This is an optimization exercise on Yosys and OpenROAD, whose aim is small area, a short achievable clock period and few clock cycles per item, not a production implementation. In this exercise RTL edits were held to simulation tests only and were not proved equivalent to the original.

==> flow/design.v, too long to show whole: its modules and the start of the top module <==
// module murmur: 39 lines
// module murmur_mul1: 485 lines
// module murmur_mul2: 557 lines
// module murmur_fa: 10 lines
// module murmur_multi: 37 lines
module murmur_multi#(
    parameter NUM_HASHER = 4
)(
    input logic clk,
    input logic resetn,
    output logic [NUM_HASHER-1:0] in_ready,
    input logic [NUM_HASHER-1:0] [63:0] in_data,
    input logic [NUM_HASHER-1:0] in_valid,
    input logic [NUM_HASHER-1:0] in_last_processed,
    input logic [NUM_HASHER-1:0] [63:0] in_serialnum,
    input logic [NUM_HASHER-1:0] out_ready,
    output logic [NUM_HASHER-1:0] [63:0] out_tuple,
    output logic [NUM_HASHER-1:0] [31:0] out_tag,
    output logic [NUM_HASHER-1:0] out_valid,
    output logic [NUM_HASHER-1:0] out_last_processed,
    output logic [NUM_HASHER-1:0] [63:0] out_serialnum
    );
  // ...
==> flow/run.sh <==
#!/bin/bash
# synth_recipe.tcl (not shown) runs the flow's synth.tcl, then flattens the netlist and writes it again
# the make line also repeats each setting of config.mk as NAME=value (left out here)
make -C /OpenROAD-flow-scripts/flow DESIGN_CONFIG=/design/flow/config.mk WORK_HOME=/design/flow/orfs CLKGATE_MAP_FILE= SYNTH_SCRIPT=/design/flow/synth_recipe.tcl finish
==> flow/config.mk <==
export PLATFORM = sky130hd
export DESIGN_NAME = murmur_multi
export DESIGN_NICKNAME = murmur_multi
export VERILOG_FILES = /design/flow/design.v
export SDC_FILE = /design/flow/constraint.sdc
export NUM_CORES = 4
export LEC_CHECK = 0
export CAP_MARGIN = 20
export CORE_MARGIN = 2
export CORE_UTILIZATION = 40
export SLEW_MARGIN = 20
export SYNTH_HIERARCHICAL = 1
export SYNTH_MINIMUM_KEEP_SIZE = 0
==> flow/constraint.sdc <==
create_clock -name core_clock -period 8.0 [get_ports {clk}]
set_input_delay 1.6000 -clock core_clock [delete_from_list [all_inputs] [get_ports {clk}]]
set_output_delay 1.6000 -clock core_clock [all_outputs]
set_load 0.01 [all_outputs]
==> flow_summary.toml, run 1 <==
[finish]
seq_cell_count = 648
multi_input_area_share_pct = 50.52

[sta]
maxSlewHeadroom_pct = 26.63
clock.fmax_mhz = 127.6
hold_viol_final = 0
fin_crit_ns = 7.835
drv_slew = 0

[clock_network]
cts_tree = "done"
post_cts_resized = 40
cts_setup_buffers = 73
cts_hold_buf = 0
cts_made_buffers = 77

[placement]
dp_cells = 7475

[route]
dr.pass1.iters = 6
avgViaCountPerCell = 5.226

[setup_path]
cp_max_fo = 6
r2r_setup_slack_ns = 7.38
max_stage_delay_ns = 0.56

[yosys]
yosys.area.top_type_share_pct = 45.04
yosys-top-cells-count = "fa_1, edfxtp_1, inv_1"
syn_avg_cell_area_um2 = 14.96
ys.flop_type = "edfxtp_1"

[status]
status = "complete, no violations"

[floorplanning]
die_w_um = 394.5
start_util_pct = 40.19

[power_and_ir_drop]
Testbench counts, summed over its fixed seeds: cycles 12,008, items 48,000.
==> run 2, diff against run 1 <==
==> flow/flow/run.sh (new file) <==
#!/bin/bash
# The standard layout, with plain buf_1 cells as the port buffers (buffer_ports
# otherwise picks clkdlybuf4s50_1 delay cells). Every port is still buffered.
set -euo pipefail
export BUFFER_PORTS_ARGS="-buffer_cell sky130_fd_sc_hd__buf_1"
bash standard.sh > standard.log 2>&1
==> flow/standard.sh (new file) <==
#!/bin/bash
# synth_recipe.tcl (not shown) runs the flow's synth.tcl, then flattens the netlist and writes it again
# the make line also repeats each setting of config.mk as NAME=value (left out here)
make -C /OpenROAD-flow-scripts/flow DESIGN_CONFIG=/design/flow/config.mk WORK_HOME=/design/flow/orfs CLKGATE_MAP_FILE= SYNTH_SCRIPT=/design/flow/synth_recipe.tcl "${@:-finish}"
--- a/flow/config.mk
+++ b/flow/config.mk
@@ -8,5 +8,6 @@
 export CAP_MARGIN = 20
 export CORE_MARGIN = 2
-export CORE_UTILIZATION = 40
+export CORE_UTILIZATION = 55
+export SETUP_SLACK_MARGIN = 0.8
 export SLEW_MARGIN = 20
 export SYNTH_HIERARCHICAL = 1
removed: flow/run.sh
==> run 2 against run 1 <==
  * Routed wire length rose by 3.8%
  * Largest cell class unchanged
  * Register-to-register slack got worse by 0.08 ns
  * Critical path depth fell by 3
  * Via count rose by 4.0%
  * Synthesized cell count did not move
  * Hold slack improved by 0.014 ns
  * Cell area fell by 7.6%
  * First-iteration DRC count rose by 22%
  * Clock skew did not move
==> flow_summary.toml, run 2 <==
[global_route]
grt_pass1_wl_um = 305500
grt_util_met2_pct = 56.21
gr-max-usage-layer = "met2"
antenna_found_initial = 32
grtUsageMet3_pct = 15.34
grt_max_degree = 146
grt_overflow = 0
grt_usage_pct = 38.52
grt_use_met1_pct = 51.22
grt_pass1_vias = 43650

[placement]
place.gp.congestion = 1.021
place_ws_ns = 0.6565
io_buffers = 1177
dp_hpwl_um = 185000

[yosys]
synth-simple-area-share_pct = 4.563
syn-instance-count = 4076
synth_top_family_by_area = "adder cells"
syn_area_um2 = 60980
ys_types = 63
synth_compound_area_share_pct = 6.245
yosys.area.top_type = "fa_1"
ys.flop_type = "edfxtp_1"
yosys.area.top_type_share_pct = 45.04
synth_mux_area_share_pct = 0.1313
synth_edf_count = 644
synth-seq-cells = 648
yosys-top-cells-count = "fa_1, edfxtp_1, inv_1"
async_reset_ff_share_pct = 0
yosysMostFrequentCell = "fa_1"
syn_avg_cell_area_um2 = 14.96
yosysWarnings = 7
synth_xor_area_share_pct = 5.975
synth_fa_ha_area_share_pct = 48.98
synth.top_cells.by_area = "fa_1, edfxtp_1, xor2_1"
ys_seq_area_share_pct = 31.84

[sta]
setup_viol = 0
hold_viol_final = 0
finClkSkew_ns = 0
clock.fmax_mhz = 138.7
maxSlewHeadroom_pct = 27.54
period_share_pct = 90.14
rsz0062_at_grt = "yes"
setup_tns_ns = 0
drv_slew = 0
fin_crit_ns = 7.211
tightest_slew_ns = 1.079
final.setup.worst_slack_ns = 0.7890

[finish]
area_delta_synth_final_pct = 22.03
final_common_cell = "fa_1"
fin_util_pct = 67.43
multi_input_area_um2 = 41790
fillCellCount = 8262
drive_gt1_share_pct = 14.99
fin_nets = 7825
regArea_um2 = 19420
top_regs = "lane.murmur_inst.data_q x256, lane.murmur_inst.out_serialnum x256, lane.murmur_inst.h2_q x128"
layout_common_cells = "fa_1, buf_1, edfxtp_1, buf_4, xor2_1"

[route]
dr.pass1.iters = 5
drtAntennaViolNets = 0
dr.first_iter.drc_count = 3690
wl_per_cell_um = 29.76
vias = 42140
drc = 0
totalWireLength_um = 217300
avgViaCountPerCell = 5.773

[clock_network]
cts_max_path_buffers = 3
clk-insertion-delay-late_ns = 0.67
path_clk_slew_ns = 0.06
cts_max_level = 3
cts_tree = "done"
cts_made_buffers = 72
cts_hold_buf = 0
clock_sinks = 648
cts_root_buf = "clkbuf_16"

[setup_path]
start_kind = "register"
max_stage_delay_ns = 0.52
worst_path_max_delay_cell = "fa_1"
crit_family = "adder cells"
end_kind = "primary output"
cp_max_fo = 6
worstPathCellList = "clkinvlp_4 -> buf_4 -> fa_1 -> fa_1 -> fa_1 -> fa_1 -> ha_1 -> nand2_1 -> o31ai_1 -> or3_1 -> a31oi_1 -> xnor2_2 -> xor2_1 -> buf_1"
cp.arrival_ns = 5.61
cpMostUsedCell = "fa_1"
cp_num_buf_inv = 3
required_ns = 6.40
worstSetupPathType = "reg -> out"

[floorplanning]
fp-row-count = 122
num_io_pins = 1178
core_area_um2 = 110400
die_area_um2 = 113600
die_w_um = 337.0
start_util_pct = 55.26
die_height_um = 337.0

[status]
status = "complete, no violations"

[min_path]
min-delay-path-class = "reg -> reg"

[run]
cap_violations = 0
[run 2: cell count changes in the layout (fill, tap and decap cells not counted), sizes merged]
cell	delta
buf	+1228
clkdlybuf4s50	-1163
inv	-21
clkinvlp	+19
diode	+19
clkbuf	+12
clkinv	-6
dlymetal6s2s	-5
bufinv	+2
[run 2: what timing repair did]
item	4_1_cts	5_1_grt
pin swaps	25	69
gates cloned	0	0
setup endpoints to repair	88	71
setup buffers	193	70
gates resized for setup	174	226
[run 2: path summary, 6_finish.rpt]
kind	from	to	slack, ns	cells past startpoint
max	lane[3].murmur_inst.h2_q[9]	out_tag[98]	0.79	14
min	lane[3].murmur_inst.out_valid	lane[3].murmur_inst.out_valid	0.54	2
max reg2reg	lane[0].murmur_inst.out_valid	lane[0].murmur_inst.out_valid	7.30	2
min reg2reg	lane[3].murmur_inst.out_valid	lane[3].murmur_inst.out_valid	0.54	2
[run 2: stage by stage]
stage                     area, µm²  instances  hold WS [ns]
final                         74420       7300        0.5408
after global routing          74400       7291        0.5658
after CTS                     72880       7209        0.5403
after detailed placement      68270       6886        0.5233
after global placement        68270       6886        0.5076
after floorplan               61180       4128        0.5383
[run 2: final cells by class]
cell class / instances / area share, %
antenna: 21 / 0.07062
clock buffer: 84 / 2.510
clock inverter: 46 / 0.7364
inverter: 312 / 1.814
multi-input combinational: 3136 / 56.16
sequential: 648 / 26.09
tap: 1488 / 2.502
timing repair buffer: 1565 / 10.11
[run 2: cells by family (layout without fill, tap and decap cells)]
| group | Yosys count | in the layout |
|---|---|---|
| muxes | 8 | 8 |
| and+or+nand+nor | 536 | 536 |
| AOI/OAI and AO/OA | 552 | 552 |
| adders and majority gates | 1564 | 1564 |
| DFF | 648 | 648 |
| buffers and inverters | 344 | 2007 |
| other | 8 | 81 |
| xor gates and xnor gates | 416 | 416 |
[run 2: tightest hold or removal path, delay by kind of cell (launching register included)]
| family | cells | cell delay, ns |
|---|---|---|
| muxes | 1 | 0.07 |
| and+or+nand+nor | 1 | 0.10 |
| DFF | 1 | 0.33 |
[run 2: layer usage]
layer,up-vias,routed length (µm)
li1,17120,-
met1,22020,80960
met3,412,27710
met5,-,310
met2,2579,97030
met4,8,11250
[run 2: Yosys stat by module (local to each module, per instance), a selection]
module,cells inside,area [µm²],flops+latches
murmur_mul2,231,1568,0
murmur,216,5325,162
murmur_fa,1,20.02,0
murmur_mul1,230,1506,0
==> run 3, diff against run 2 <==
--- a/flow/config.mk
+++ b/flow/config.mk
@@ -9,5 +9,5 @@
 export CORE_MARGIN = 2
 export CORE_UTILIZATION = 55
-export SETUP_SLACK_MARGIN = 0.8
+export SETUP_SLACK_MARGIN = 1.6
 export SLEW_MARGIN = 20
 export SYNTH_HIERARCHICAL = 1
==> run 3 against run 2 <==
  * Via count grew 3.4%
  * Largest cell class unchanged
  * Critical path depth grew 3
  * Cell area grew 6.6%
  * Critical path type unchanged
==> flow_summary.toml, run 3 <==
[clock_network]
cts_hold_buf = 0
cts_max_path_buffers = 3
cts_root_buf = "clkbuf_16"
clock_sinks = 648
cts_max_level = 3
cts_made_buffers = 72
clk-insertion-delay-late_ns = 0.66
path_clk_slew_ns = 0.05
cts_tree = "done"

[sta]
hold_viol_final = 0
maxSlewHeadroom_pct = 28.37
fin_crit_ns = 7.136
tightest_slew_ns = 1.074
holdWs_ns = 0.5149
clock.fmax_mhz = 140.1
finClkSkew_ns = 0
period_share_pct = 89.19
setup_viol = 0
rsz0062_at_grt = "yes"
drv_slew = 0
setup_tns_ns = 0

[setup_path]
required_ns = 6.40
worstRegToRegCells = 2
cp.arrival_ns = 5.54
cpMostUsedCell = "fa_2"
regToRegStartpoint = "lane[2].murmur_inst.out_valid"
r2r_setup_slack_ns = 7.37
cp_num_buf_inv = 4
r2r_end = "lane[2].murmur_inst.out_valid"
path_depth = 17
worst_path_max_delay_cell = "edfxtp_1"
max_stage_delay_ns = 0.44
start_kind = "register"
worstPathCellList = "clkinvlp_4 -> buf_4 -> fa_1 -> fa_2 -> fa_2 -> fa_1 -> fa_2 -> fa_2 -> ha_4 -> a21o_1 -> a21oi_2 -> buf_4 -> o21ai_2 -> a21oi_2 -> xnor2_2 -> xor2_2 -> buf_2"
cp-startpoint = "lane[3].murmur_inst.h2_q[12]"
worstSetupPathType = "reg -> out"
end_kind = "primary output"
crit_family = "adder cells"
cp_max_fo = 5

[yosys]
yosys.area.top_type = "fa_1"
synth-seq-cells = 648
synth_edf_count = 644
yosys-top-cells-count = "fa_1, edfxtp_1, inv_1"
syn-instance-count = 4076
ys_seq_area_share_pct = 31.84
async_reset_ff_share_pct = 0
yosysMostFrequentCell = "fa_1"
synth.top_cells.by_area = "fa_1, edfxtp_1, xor2_1"
yosysWarnings = 7
yosys.area.top_type_share_pct = 45.04
ys_types = 63
syn_area_um2 = 60980
ys.flop_type = "edfxtp_1"
syn_avg_cell_area_um2 = 14.96

[min_path]
min-delay-path-class = "reg -> reg"
min_to = "lane[3].murmur_inst.out_valid"
worstHoldPathCells = 2
min-delay-start = "lane[3].murmur_inst.out_valid"

[floorplanning]
die_area_um2 = 113600
fp-row-count = 122
die_height_um = 337.0
start_util_pct = 55.26
die_w_um = 337.0
num_io_pins = 1178
core_area_um2 = 110400

[placement]
dp_hpwl_um = 186600
io_buffers = 1177
place.gp.congestion = 1.050

[finish]
drive_gt1_share_pct = 25.59
final_common_cell = "fa_1"
top_regs = "lane.murmur_inst.data_q x256, lane.murmur_inst.out_serialnum x256, lane.murmur_inst.h2_q x128"
area_delta_synth_final_pct = 30.04
fin_nets = 8049
layout_common_cells = "fa_1, buf_1, edfxtp_1, buf_4, inv_1"
fillCellCount = 7499

[route]
dr.pass1.iters = 6
dr.first_iter.drc_count = 4307
vias = 43560
totalWireLength_um = 228300
avgViaCountPerCell = 5.800
wl_per_cell_um = 30.40
drtAntennaViolNets = 0
drc = 0

[global_route]
grt_overflow = 0
antenna_found_initial = 14
grt_max_degree = 143
grt_pass1_wl_um = 313100
grt_usage_pct = 39.44
grt_pass1_vias = 44710

[status]
status = "complete, no violations"

[run]
cap_violations = 0
## run 3: cell counts after synthesis
No cell type changed its count.
## run 3: timing repair
action                                  in CTS  in global routing
setup buffers                              288                201
endpoints found under the setup margin     143                196
gates resized for setup                    528                700
pin swaps                                  179                326
hold endpoints to repair                     0                  0
## run 3: tightest hold or removal path: stages, from the launching register on
cell	delay, ns
dfxtp_1	0.32
mux2i_1	0.06
nor2b_1	0.09
## run 3: kinds of logic after synthesis
family                   Yosys count  share of synthesized area [%]
AND/OR/NAND/NOR                  536                          4.563
buffers and inverters            344                          2.216
adder cells (fa/ha/maj)         1564                          48.98
flip-flops                       648                          31.84
AO/OA/AOI/OAI                    552                          6.245
XOR/XNOR                         416                          5.975
other                              8                        0.04924
multiplexers                       8                         0.1313
## run 3: through the flow
stage	setup WS (ns)	cell area [µm²]	cells	util, %
after floorplan	1.595	61240	4128	-
after global placement	0.6488	68300	6884	61.89
after detailed placement	0.5522	68310	6884	61.89
after CTS	0.8591	75070	7296	68.02
after global routing	0.7153	79280	7501	71.84
final	0.8645	79300	7510	71.86
## run 3: worst max path at each step
stage	end	slack, ns
3_5_place_dp	out_tag[111]	0.55
6_report	out_tag[110]	0.86
5_1_grt	out_tag[109]	0.72
4_1_cts	out_tag[109]	0.86
2_1_floorplan	out_tag[111]	1.59
3_3_place_gp	out_tag[111]	0.65
## run 3: final cells by class
| class | count | area (µm²) | area share (%) |
|---|---|---|---|
| sequential | 648 | 19420 | 24.49 |
| clock buffer | 91 | 1894 | 2.389 |
| inverter | 312 | 1386 | 1.748 |
| tap | 1488 | 1862 | 2.348 |
| multi-input combinational | 3136 | 44300 | 55.87 |
| clock inverter | 33 | 349.1 | 0.4402 |
| timing repair buffer | 1789 | 10060 | 12.68 |
| antenna | 13 | 32.53 | 0.04102 |
## run 3: routing by layer
layer  share of wire [%]  track usage, %
met5               0.029               0
met4                 5.8           17.05
met3                  14           17.80
met2                  44           57.14
met1                  36           51.63
## run 3: per-module statistics from Yosys (local to each module, per instance), excerpt
module	times used	flops+latches	cells	cell area, µm²
murmur_fa	1368	0	1	20.02
murmur_mul1	4	0	230	1506
murmur_mul2	4	0	231	1568
murmur	4	162	216	5325
==> run 4, diff against run 3 <==
--- a/flow/config.mk
+++ b/flow/config.mk
@@ -8,6 +8,5 @@
 export CAP_MARGIN = 20
 export CORE_MARGIN = 2
-export CORE_UTILIZATION = 55
-export SETUP_SLACK_MARGIN = 1.6
+export CORE_UTILIZATION = 40
 export SLEW_MARGIN = 20
 export SYNTH_HIERARCHICAL = 1
==> run 4 against run 3 <==
  * Non-clock buffer count shrank 356
  * Clock skew unchanged
  * Largest cell class unchanged
  * Critical path type unchanged
==> flow_summary.toml, run 4 <==
[status]
status = "complete, no violations"

[placement]
place.gp.congestion = 0.9704
place_ws_ns = 0.4550
dp_hpwl_um = 171900
io_buffers = 1177

[yosys]
yosys.area.top_type = "fa_1"
async_reset_ff_share_pct = 0
synth-seq-cells = 648
synth_edf_count = 644
yosys-top-cells-count = "fa_1, edfxtp_1, inv_1"
synth-simple-area-share_pct = 4.563
synth.top_cells.by_area = "fa_1, edfxtp_1, xor2_1"
synth_compound_area_share_pct = 6.245
syn_area_um2 = 60980
ys.flop_type = "edfxtp_1"
synth_xor_area_share_pct = 5.975
ys_types = 63
yosys.area.top_type_share_pct = 45.04
syn_avg_cell_area_um2 = 14.96
syn-instance-count = 4076
yosysWarnings = 7
synth_top_family_by_area = "adder cells"
ys_seq_area_share_pct = 31.84
synth_fa_ha_area_share_pct = 48.98
yosysMostFrequentCell = "fa_1"
synth_mux_area_share_pct = 0.1313

[route]
dr.first_iter.drc_count = 3161
wl_per_cell_um = 26.03
dr.pass1.iters = 5
drc = 0
vias = 40150
totalWireLength_um = 200600
avgViaCountPerCell = 5.209
drtAntennaViolNets = 0

[setup_path]
worst_path_max_delay_cell = "edfxtp_1"
r2r_setup_slack_ns = 7.22
worstPathCellList = "clkinvlp_4 -> fa_1 -> fa_1 -> fa_1 -> fa_1 -> fa_1 -> fa_1 -> ha_1 -> o21a_1 -> o21ai_0 -> nand2b_1 -> a31oi_1 -> xnor2_1 -> xor2_1 -> buf_4 -> buf_1"
crit_family = "adder cells"
max_stage_delay_ns = 0.67
end_kind = "primary output"
cpMostUsedCell = "fa_1"
cp_max_fo = 6
required_ns = 6.40
worstSetupPathType = "reg -> out"
start_kind = "register"
cp.arrival_ns = 6.18
cp_num_buf_inv = 3

[sta]
maxSlewHeadroom_pct = 30.05
drv_slew = 0
final.setup.worst_slack_ns = 0.2209
hold_viol_final = 0
fin_crit_ns = 7.779
tightest_slew_ns = 1.049
rsz0062_at_grt = "yes"
clock.fmax_mhz = 128.6
finClkSkew_ns = 0
holdWs_ns = 0.5120
setup_viol = 0
period_share_pct = 97.24

[finish]
fillCellCount = 13610
area_delta_synth_final_pct = 19.14
final_common_cell = "fa_1"
drive_gt1_share_pct = 8.325
fin_util_pct = 47.88
top_regs = "lane.murmur_inst.data_q x256, lane.murmur_inst.out_serialnum x256, lane.murmur_inst.h2_q x128"
fin_nets = 7698
layout_common_cells = "fa_1, buf_1, edfxtp_1, inv_1, xor2_1"

[floorplanning]
die_height_um = 394.5
die_area_um2 = 155600
fp-row-count = 143
core_area_um2 = 151700
die_w_um = 394.5
num_io_pins = 1178
start_util_pct = 40.19

[clock_network]
cts_root_buf = "clkbuf_16"
clock_sinks = 648
cts_max_level = 3
cts_max_path_buffers = 3
path_clk_slew_ns = 0.06
clk-insertion-delay-late_ns = 0.70
cts_made_buffers = 77
cts_tree = "done"

[global_route]
grt_max_degree = 81
grt_overflow = 0
grt_pass1_vias = 43310
grt_pass1_wl_um = 290700
antenna_found_initial = 25
grt_usage_pct = 25.71

[run]
cap_violations = 0

[min_path]
min-delay-path-class = "reg -> reg"
-- run 4: cell counts after synthesis --
Identical to the previous run, type by type.
-- run 4: metrics by stage --
step                      std cells  setup TNS, ns  area, µm²
final                          7707              0      72650
after global routing           7703        -0.1361      72640
after floorplan                4128              0      61180
after CTS                      7582              0      71660
after global placement         7436              0      68980
after detailed placement       7436              0      68980
-- run 4: logic make-up after synthesis --
kind of cell / after synthesis
other: 8
and+or+nand+nor: 536
muxes: 8
DFF: 648
xor gates and xnor gates: 416
AOI/OAI and AO/OA: 552
adders and majority gates: 1564
buffers and inverters: 344
-- run 4: Yosys stat by module, one instance, submodules excluded, a selection --
module | area, µm² | cells | flip-flops and latches | copies in the design
murmur | 5325 | 216 | 162 | 4
murmur_mul1 | 1506 | 230 | 0 | 4
murmur_mul2 | 1568 | 231 | 0 | 4
murmur_fa | 20.02 | 1 | 0 | 1368
-- run 4: per-layer routing --
layer,vias up,track usage (%),wire length [µm]
met2,1857,41.66,96140
met5,-,0,227
li1,16860,-,-
met1,21150,34.09,80770
met4,14,7.818,6714
met3,271,6.631,16790
-- run 4: layout make-up --
class	instances	area, µm²	area share, %
Multi-Input combinational cell	3136	40460	55.69
Clock buffer	86	1961	2.699
Antenna cell	7	17.52	0.02411
Inverter	312	1257	1.731
Sequential cell	648	19420	26.73
Tap cell	2030	2540	3.496
Clock inverter	55	636.9	0.8766
Timing Repair Buffer	1433	6362	8.757
-- run 4: timing repair --
action,4_1_cts,5_1_grt
setup endpoints to repair,6,26
gates resized for setup,6,24
hold buffers,0,0
buffers inserted,5,118
-- run 4: path summary, 6_finish.rpt --
| path | startpoint | to | cells after the start |
|---|---|---|---|
| max | lane[3].murmur_inst.h2_q[0] | out_tag[111] | 16 |
| min | lane[2].murmur_inst.out_valid | lane[2].murmur_inst.out_valid | 2 |
| max reg2reg | lane[1].murmur_inst.out_valid | lane[1].murmur_inst.out_valid | 2 |
| min reg2reg | lane[2].murmur_inst.out_valid | lane[2].murmur_inst.out_valid | 2 |
-- run 4: worst reg2reg max path, stage by stage, from the launching register on --
cell     delay, ns
dfxtp_1       0.47
mux2i_1       0.11
nor2b_1       0.13

## what the ideal ports hide
The results above use ideal ports. As a check the final layouts listed here were re-extracted and re-timed, cells and wires unchanged. Step 1 (the two cells are an assumption about what drives the block):
set clk [get_ports {clk}]
set_driving_cell -lib_cell sky130_fd_sc_hd__clkbuf_16 $clk
set_driving_cell -lib_cell sky130_fd_sc_hd__buf_2 [delete_from_list [all_inputs] $clk]
Step 2 also shifts input and output timing later by t, the mid clock arrival at the registers, as if the neighbouring blocks saw the same clock. Slacks: ideal ports / drivers / drivers and shift; pairs: ideal ports / drivers.
| run | shift t [ns] | setup slack, ns | worst setup path after step 2 |
|---|---|---|---|
| run 1 | 0.772 | 0.165 / 0.071 / 0.313 | input to register |
| run 2 | 0.736 | 0.789 / 0.719 / 0.539 | input to register |
| run 3 | 0.736 | 0.864 / 0.797 / 1.040 | input to register |
| run 4 | 0.780 | 0.221 / 0.134 / 0.603 | input to register |
After both steps setup and hold are still met in every run listed. For run 2, which loses most, drivers alone change the setup slack by -0.070 ns; drivers and shift together by -0.250 ns.
